This design comes from an exercise in tuning for small area and a short achievable clock period on the open sky130 flow, not from production work. RTL that was checked went through simulation tests only; none was proved equivalent to the original. No activity file was given, so power comes from the tool's default toggle rates.

## green
Design mac, start of the top module:
module mac
  ( input                       clk
  , input                       xrst
  , input                       out_en
  , input                       accum_we
  , input                       reset
  , input  signed [DWIDTH-1:0]  x
  , input  signed [DWIDTH-1:0]  w
  , output signed [DWIDTH-1:0]  y
  );
  reg v0, v1, v2;
  always @(posedge clk) begin
    v0 <= xrst;
    v1 <= xrst & v0;
    v2 <= xrst & v1;
  end
  reg [15:0] xr;
  always @(posedge clk) xr <= x;
  reg [7:0] neg, one, two;
  integer i;
  wire [16:0] we = {w, 1'b0};
  always @(posedge clk)
    for (i = 0; i < 8; i = i + 1) begin
      neg[i] <= we[2*i+2];
      one[i] <= we[2*i+1] ^ we[2*i];
      two[i] <= (we[2*i+2] & ~we[2*i+1] & ~we[2*i]) | (~we[2*i+2] & we[2*i+1] & we[2*i]);
    end
  wire [17:0] xe = {xr[15], xr, 1'b0};
  wire neg0 = neg[0];
  wire [16:0] pp0 = ({17{one[0]}} & xe[17:1] | {17{two[0]}} & xe[16:0]) ^ {17{neg[0]}};
  wire npp0 = ~pp0[16];
  wire neg1 = neg[1];
  wire [16:0] pp1 = ({17{one[1]}} & xe[17:1] | {17{two[1]}} & xe[16:0]) ^ {17{neg[1]}};
  wire npp1 = ~pp1[16];
  wire neg2 = neg[2];
  wire [16:0] pp2 = ({17{one[2]}} & xe[17:1] | {17{two[2]}} & xe[16:0]) ^ {17{neg[2]}};
  wire npp2 = ~pp2[16];
  wire neg3 = neg[3];
  wire [16:0] pp3 = ({17{one[3]}} & xe[17:1] | {17{two[3]}} & xe[16:0]) ^ {17{neg[3]}};
  wire npp3 = ~pp3[16];
  wire neg4 = neg[4];
  wire [16:0] pp4 = ({17{one[4]}} & xe[17:1] | {17{two[4]}} & xe[16:0]) ^ {17{neg[4]}};
  wire npp4 = ~pp4[16];
  wire neg5 = neg[5];
  wire [16:0] pp5 = ({17{one[5]}} & xe[17:1] | {17{two[5]}} & xe[16:0]) ^ {17{neg[5]}};
  wire npp5 = ~pp5[16];
  wire neg6 = neg[6];
  wire [16:0] pp6 = ({17{one[6]}} & xe[17:1] | {17{two[6]}} & xe[16:0]) ^ {17{neg[6]}};
  wire npp6 = ~pp6[16];
  wire neg7 = neg[7];
  wire [16:0] pp7 = ({17{one[7]}} & xe[17:1] | {17{two[7]}} & xe[16:0]) ^ {17{neg[7]}};
  wire npp7 = ~pp7[16];
  wire s1;
  wire c2;
  wire s3;
  wire c4;
  wire s5;
  wire c6;
  wire s7;
  wire c8;
  wire s9;
  wire c10;
  wire s11;
  wire c12;
  wire s13;
  wire c14;
  wire s15;
  wire c16;
  ...
Settings: LEC_CHECK=0, CAP_MARGIN=20, CORE_MARGIN=2, CORE_UTILIZATION=60, CTS_BUF_LIST=sky130_fd_sc_hd__clkbuf_8, CTS_CLUSTER_SIZE=30, SETUP_SLACK_MARGIN=3.3, SLEW_MARGIN=20; clock period 6.0 ns.
standard.sh (not shown) runs the stock make flow with config.mk's settings and CLKGATE_MAP_FILE= SYNTH_SCRIPT=/design/flow/synth_recipe.tcl, a recipe that flattens the netlist after the stock synthesis.
==> flow/flow/run.sh <==
#!/bin/bash
# The standard layout (standard.sh: the standard flow's synthesis and ORFS flow) with these make settings:
# the port buffers are plain buffers (buf_2) instead of the delay buffer that buffer_ports
# picks by default. All output goes to standard.log in the work folder; ORFS also keeps its
# per-step logs under orfs/logs.
set -euo pipefail
bash standard.sh BUFFER_PORTS_ARGS="-buffer_cell sky130_fd_sc_hd__buf_2"  finish > standard.log 2>&1
The following lists how orange was set up differently from green:
--- a/flow/design.v
+++ b/flow/design.v
@@ -460,48 +460,44 @@
   assign {c188, s187} = t19_0 + t19_1 + t19_2;
   assign {c190, s189} = t20_0 + t20_1 + t20_2;
   assign {c192, s191} = t21_0 + t21_1 + t21_2;
   assign {c194, s193} = t22_0 + t22_1 + t22_2;
   wire [16:0] ha = {s193, s191, s189, s187, s185, s183, s181, s179, s177, s175, s173, s171, s169, s167, s165, s163, t6_2};
   wire [16:0] hb = {c192, c190, c188, c186, c184, c182, c180, c178, c176, c174, c172, c170, c168, c166, c164, c162, s161};
   wire [17:0] phs = {ha, 1'b1} + {hb, lo_c};
   wire [16:0] ph = phs[17:1];
   wire [14:0] p15 = ph[16:2];
-  wire zz = lo_z & ~|ph[1:0];
-  wire dec = p15[14] & zz;
+  wire dec = p15[14] & lo_z & ~|ph[1:0];
   reg [14:0] phr;
-  reg zr;
+  reg decr;
   always @(posedge clk) begin
     phr <= p15;
-    zr <= zz;
+    decr <= dec;
   end
-  wire decr = phr[14] & zr;
   wire [15:0] q16 = {phr[14], phr};
   wire [15:0] acc = {acch, accl};
   wire [15:0] ts = ~(acc ^ q16);
   wire [15:0] tc = {acc[14:0] | q16[14:0], ~decr};
-  reg [11:0] acch;
-  reg [3:0] accl;
-  reg [2:0] acck;
+  reg [7:0] acch;
+  reg [7:0] accl;
+  reg acck;
   reg [15:0] yr;
-  wire [4:0] sum0 = ts[3:0] + tc[3:0];
-  wire [5:0] sumc1 = {ts[7:4], 1'b1} + {tc[7:4], acck[0]};
-  wire [5:0] sumc2 = {ts[11:8], 1'b1} + {tc[11:8], acck[1]};
-  wire [5:0] sumc3 = {ts[15:12], 1'b1} + {tc[15:12], acck[2]};
+  wire [8:0] suml = ts[7:0] + tc[7:0];
+  wire [8:0] sumhc = {ts[15:8], 1'b1} + {tc[15:8], acck};
+  wire [7:0] sumh = sumhc[8:1];
   always @(posedge clk)
     if (!xrst | reset) begin
       acch <= 0;
       accl <= 0;
       acck <= 0;
     end else if (accum_we & v2) begin
-      accl <= sum0[3:0];
-      acch <= {sumc3[4:1], sumc2[4:1], sumc1[4:1]};
-      acck <= {sumc2[5], sumc1[5], sum0[4]};
+      acch <= sumh;
+      accl <= suml[7:0];
+      acck <= suml[8];
     end
-  wire [15:0] accy = {acch, accl} + {3'd0, acck[2], 3'd0, acck[1], 3'd0, acck[0], 4'd0};
   always @(posedge clk)
     if (!xrst)
       yr <= 0;
     else if (out_en)
-      yr <= accy;
+      yr <= {acch + acck, accl};
   assign y = yr;
 endmodule
## What came out
Going from green to orange, the register-to-register slack was found to have gone up by 0.02 ns. The sequential power of orange and that of green are within noise of each other. Compared to green, orange has total global routing track utilization 0.88 points lower. The lower synthesized cell area of orange and green is in orange. Between orange and green, initial core utilization is higher for orange, green comes in under that. In the metrics for orange and green, the one carrying the lower slack of the critical path is green. green → orange: overall power of the completed layout lost about 7%, count of clock-buffer cells in the layout shows an increase of 2.
No run of this note included a check of the RTL's function; only the layout flow was run.


Another version of the RTL of mac (not shown whole).
For scale: ~1100 cells after synthesis, ~150 flip-flops, ~10000 um2 of cells after synthesis.
clock: 6.0 ns
lec_check: 0
cap_margin: 20
core_margin: 2
core_utilization: 70
cts_buf_list: sky130_fd_sc_hd__clkbuf_8
cts_cluster_size: 30
setup_slack_margin: 3.6
slew_margin: 20
Scripts as last shown in full above: flow/flow/run.sh
Edit:
--- a/flow/design.v
+++ b/flow/design.v
@@ -440,31 +440,31 @@
     t21_0 <= c118;
     t21_1 <= s157;
     t21_2 <= c156;
     t22_0 <= c122;
     t22_1 <= s159;
     t22_2 <= c158;
   end
-  assign {c162, s161} = t6_0 + t6_1;
-  assign {c164, s163} = t7_0 + t7_1 + t7_2;
-  assign {c166, s165} = t8_0 + t8_1 + t8_2;
-  assign {c168, s167} = t9_0 + t9_1 + t9_2;
-  assign {c170, s169} = t10_0 + t10_1 + t10_2;
-  assign {c172, s171} = t11_0 + t11_1 + t11_2;
-  assign {c174, s173} = t12_0 + t12_1 + t12_2;
-  assign {c176, s175} = t13_0 + t13_1 + t13_2;
-  assign {c178, s177} = t14_0 + t14_1 + t14_2;
-  assign {c180, s179} = t15_0 + t15_1 + t15_2;
-  assign {c182, s181} = t16_0 + t16_1 + t16_2;
-  assign {c184, s183} = t17_0 + t17_1 + t17_2;
-  assign {c186, s185} = t18_0 + t18_1 + t18_2;
-  assign {c188, s187} = t19_0 + t19_1 + t19_2;
-  assign {c190, s189} = t20_0 + t20_1 + t20_2;
-  assign {c192, s191} = t21_0 + t21_1 + t21_2;
-  assign {c194, s193} = t22_0 + t22_1 + t22_2;
+  assign s161 = t6_0 ^ t6_1;  assign c162 = t6_0 & t6_1;
+  assign s163 = t7_0 ^ t7_1 ^ t7_2;  assign c164 = t7_0 ^ t7_1 ? t7_2 : t7_0;
+  assign s165 = t8_0 ^ t8_1 ^ t8_2;  assign c166 = t8_0 ^ t8_1 ? t8_2 : t8_0;
+  assign s167 = t9_0 ^ t9_1 ^ t9_2;  assign c168 = t9_0 ^ t9_1 ? t9_2 : t9_0;
+  assign s169 = t10_0 ^ t10_1 ^ t10_2;  assign c170 = t10_0 ^ t10_1 ? t10_2 : t10_0;
+  assign s171 = t11_0 ^ t11_1 ^ t11_2;  assign c172 = t11_0 ^ t11_1 ? t11_2 : t11_0;
+  assign s173 = t12_0 ^ t12_1 ^ t12_2;  assign c174 = t12_0 ^ t12_1 ? t12_2 : t12_0;
+  assign s175 = t13_0 ^ t13_1 ^ t13_2;  assign c176 = t13_0 ^ t13_1 ? t13_2 : t13_0;
+  assign s177 = t14_0 ^ t14_1 ^ t14_2;  assign c178 = t14_0 ^ t14_1 ? t14_2 : t14_0;
+  assign s179 = t15_0 ^ t15_1 ^ t15_2;  assign c180 = t15_0 ^ t15_1 ? t15_2 : t15_0;
+  assign s181 = t16_0 ^ t16_1 ^ t16_2;  assign c182 = t16_0 ^ t16_1 ? t16_2 : t16_0;
+  assign s183 = t17_0 ^ t17_1 ^ t17_2;  assign c184 = t17_0 ^ t17_1 ? t17_2 : t17_0;
+  assign s185 = t18_0 ^ t18_1 ^ t18_2;  assign c186 = t18_0 ^ t18_1 ? t18_2 : t18_0;
+  assign s187 = t19_0 ^ t19_1 ^ t19_2;  assign c188 = t19_0 ^ t19_1 ? t19_2 : t19_0;
+  assign s189 = t20_0 ^ t20_1 ^ t20_2;  assign c190 = t20_0 ^ t20_1 ? t20_2 : t20_0;
+  assign s191 = t21_0 ^ t21_1 ^ t21_2;  assign c192 = t21_0 ^ t21_1 ? t21_2 : t21_0;
+  assign s193 = t22_0 ^ t22_1 ^ t22_2;  assign c194 = t22_0 ^ t22_1 ? t22_2 : t22_0;
   wire [16:0] ha = {s193, s191, s189, s187, s185, s183, s181, s179, s177, s175, s173, s171, s169, s167, s165, s163, t6_2};
   wire [16:0] hb = {c192, c190, c188, c186, c184, c182, c180, c178, c176, c174, c172, c170, c168, c166, c164, c162, s161};
   wire [17:0] phs = {ha, 1'b1} + {hb, lo_c};
   wire [16:0] ph = phs[17:1];
   wire [14:0] p15 = ph[16:2];
   wire zz = lo_z & ~|ph[1:0];
   wire dec = p15[14] & zz;
Outcome:
- The new run completed without violations
- sequential share of layout area goes up by 0.41 points
- worst setup slack is better by 0.27 ns
- critical path depth came out lower by 1
- hold slack gains 0.0086 ns
- total power falls by 3.0%
- clock skew came out lower by 0.0067 ns
- die area goes down by 1.7%
- core utilization came out lower by 0.91 points
The RTL of the first run of this note was laid out without a check of its function.


Setup of Q:
mac, a different RTL version from the one above (not shown whole).
For scale: about 1100 cells after synthesis, roughly 150 flip-flops.
## mac
module mac
  ( input                       clk
  , input                       xrst
  , input                       out_en
  , input                       accum_we
  , input                       reset
  , input  signed [DWIDTH-1:0]  x
  , input  signed [DWIDTH-1:0]  w
  , output signed [DWIDTH-1:0]  y
  );
export LEC_CHECK = 0
export CAP_MARGIN = 20
export CORE_MARGIN = 2
export CORE_UTILIZATION = 60
export CTS_BUF_LIST = sky130_fd_sc_hd__clkbuf_8
export CTS_CLUSTER_SIZE = 30
export SETUP_SLACK_MARGIN = 3.5
export SLEW_MARGIN = 20
create_clock -name core_clock -period 6.0 [get_ports {clk}]
Scripts as last shown in full above: flow/flow/run.sh
What P does differently from Q at the input level:
--- a/flow/design.v
+++ b/flow/design.v
@@ -465,43 +465,43 @@
   wire [16:0] hb = {c192, c190, c188, c186, c184, c182, c180, c178, c176, c174, c172, c170, c168, c166, c164, c162, s161};
   wire [17:0] phs = {ha, 1'b1} + {hb, lo_c};
   wire [16:0] ph = phs[17:1];
   wire [14:0] p15 = ph[16:2];
   wire zz = lo_z & ~|ph[1:0];
   wire dec = p15[14] & zz;
   reg [14:0] phr;
   reg zr;
   always @(posedge clk) begin
     phr <= p15;
     zr <= zz;
   end
-  wire decr = phr[14] & zr & v2;
-  wire [15:0] q16 = {16{v2}} & {phr[14], phr};
+  wire decr = phr[14] & zr;
+  wire [15:0] q16 = {phr[14], phr};
   wire [15:0] acc = {acch, accl};
   wire [15:0] ts = ~(acc ^ q16);
   wire [15:0] tc = {acc[14:0] | q16[14:0], ~decr};
   reg [11:0] acch;
   reg [3:0] accl;
   reg [2:0] acck;
   reg [15:0] yr;
   wire [4:0] sum0 = ts[3:0] + tc[3:0];
   wire [5:0] sumc1 = {ts[7:4], 1'b1} + {tc[7:4], acck[0]};
   wire [5:0] sumc2 = {ts[11:8], 1'b1} + {tc[11:8], acck[1]};
   wire [5:0] sumc3 = {ts[15:12], 1'b1} + {tc[15:12], acck[2]};
   always @(posedge clk)
     if (!xrst | reset) begin
       acch <= 0;
       accl <= 0;
       acck <= 0;
-    end else if (accum_we) begin
+    end else if (accum_we & v2) begin
       accl <= sum0[3:0];
       acch <= {sumc3[4:1], sumc2[4:1], sumc1[4:1]};
       acck <= {sumc2[5], sumc1[5], sum0[4]};
     end
   wire [15:0] accy = {acch, accl} + {3'd0, acck[2], 3'd0, acck[1], 3'd0, acck[0], 4'd0};
   always @(posedge clk)
     if (!xrst)
       yr <= 0;
     else if (out_en)
       yr <= accy;
   assign y = yr;
 endmodule
[summary]
Timing, DRC, antenna: 0 failures across P and Q
Final cell area excluding filler cells (higher): Q
Compared with Q, in P required time of the worst setup path stayed essentially flat; number of nets in the final layout has increased; maximum clock frequency picked up an extra about 3.3%; period utilization lower; power density of the placed cells grew by 1.9%.
The core of P is less densely filled than that of Q.
On number of non-filler instances in the completed layout: between P and Q, it ends up lower for Q.
Re count of clock-buffer cells in the layout: P is 2 down on Q.
The RTL of Q was laid out without a check of its function.


mac with an RTL version that a note above also has.
For scale: about 1100 cells after synthesis, ~53 I/O pins.
Settings: LEC_CHECK=0, CAP_MARGIN=20, CORE_MARGIN=2, CORE_UTILIZATION=70, CTS_BUF_LIST=sky130_fd_sc_hd__clkbuf_8, CTS_CLUSTER_SIZE=30, SETUP_SLACK_MARGIN=3.65, SLEW_MARGIN=20; clock period 6.0 ns.
Scripts as last shown in full above: flow/flow/run.sh
The starting point passed the timing, DRC and antenna checks.
Edit:
--- a/flow/design.v
+++ b/flow/design.v
@@ -470,38 +470,36 @@
   wire dec = p15[14] & zz;
   reg [14:0] phr;
   reg zr;
   always @(posedge clk) begin
     phr <= p15;
     zr <= zz;
   end
   wire decr = phr[14] & zr;
   wire [15:0] q16 = {phr[14], phr};
   wire [15:0] acc = {acch, accl};
   wire [15:0] ts = ~(acc ^ q16);
   wire [15:0] tc = {acc[14:0] | q16[14:0], ~decr};
-  reg [11:0] acch;
-  reg [3:0] accl;
-  reg [2:0] acck;
+  reg [7:0] acch;
+  reg [7:0] accl;
+  reg [0:0] acck;
   reg [15:0] yr;
-  wire [4:0] sum0 = ts[3:0] + tc[3:0];
-  wire [5:0] sumc1 = {ts[7:4], 1'b1} + {tc[7:4], acck[0]};
-  wire [5:0] sumc2 = {ts[11:8], 1'b1} + {tc[11:8], acck[1]};
-  wire [5:0] sumc3 = {ts[15:12], 1'b1} + {tc[15:12], acck[2]};
+  wire [8:0] sum0 = ts[7:0] + tc[7:0];
+  wire [9:0] sumc1 = {ts[15:8], 1'b1} + {tc[15:8], acck[0]};
   always @(posedge clk)
     if (!xrst | reset) begin
       acch <= 0;
       accl <= 0;
       acck <= 0;
     end else if (accum_we & v2) begin
-      accl <= sum0[3:0];
-      acch <= {sumc3[4:1], sumc2[4:1], sumc1[4:1]};
-      acck <= {sumc2[5], sumc1[5], sum0[4]};
+      accl <= sum0[7:0];
+      acch <= {sumc1[8:1]};
+      acck <= {sum0[8]};
     end
-  wire [15:0] accy = {acch, accl} + {3'd0, acck[2], 3'd0, acck[1], 3'd0, acck[0], 4'd0};
+  wire [15:0] accy = {acch, accl} + {7'd0, acck[0], 8'd0};
   always @(posedge clk)
     if (!xrst)
       yr <= 0;
     else if (out_en)
       yr <= accy;
   assign y = yr;
 endmodule
=> Area after synthesis is higher by 0.69%; count of clock-buffer cells in the layout fell by 2; fmax goes down by 7.8%; wire length increases by 3.6%; global-route usage grows by 1.0 points; die area grows by 0.67%; core utilization is higher by 2.2 points; worst setup slack degrades by 0.19 ns; worst hold slack gains 0.014 ns; power grows by 16%.
Only the layout flow was run in the second run of this note; the RTL was not checked for function there.

==> afterwards: timing with drivers on the ports <==
Ports are ideal in the flow. The routed layouts listed here were re-timed in OpenROAD.
Step 1 (the two cells are an assumption about what drives the block):
set clk [get_ports {clk}]
set_driving_cell -lib_cell sky130_fd_sc_hd__clkbuf_16 $clk
set_driving_cell -lib_cell sky130_fd_sc_hd__buf_2 [delete_from_list [all_inputs] $clk]
Step 2 adds t to the input delays and takes it off the output delays; t is the mean of the earliest and latest rising clock arrival at the registers after step 1. Input paths then give back, and output paths get back, about the clock's delay inside the block.
Slacks: no drivers / after step 1 / after step 2; pairs: no drivers / after step 1.
run	t (ns)	slack for setup (ns)	worst data-port slew with drivers (ns)	pins driven straight from the clock port
green	0.488	3.325 / 3.325 / 3.325	0.03	1
orange	0.497	3.349 / 3.349 / 3.109	0.03	1
the first run of note 2	0.490	3.430 / 3.430 / 3.430	0.04	1
the second run of note 2	0.488	3.705 / 3.705 / 3.509	0.03	1
Q	0.486	3.547 / 3.547 / 3.547	0.03	1
P	0.491	3.624 / 3.624 / 3.513	0.03	1
the first run of note 4	0.482	3.726 / 3.726 / 3.535	0.03	1
the second run of note 4	0.488	3.534 / 3.534 / 3.534	0.03	1
After both steps setup and hold are still met in every run listed. For orange, which loses most, drivers alone change the setup slack by 0.000 ns; drivers and shift together by -0.240 ns.
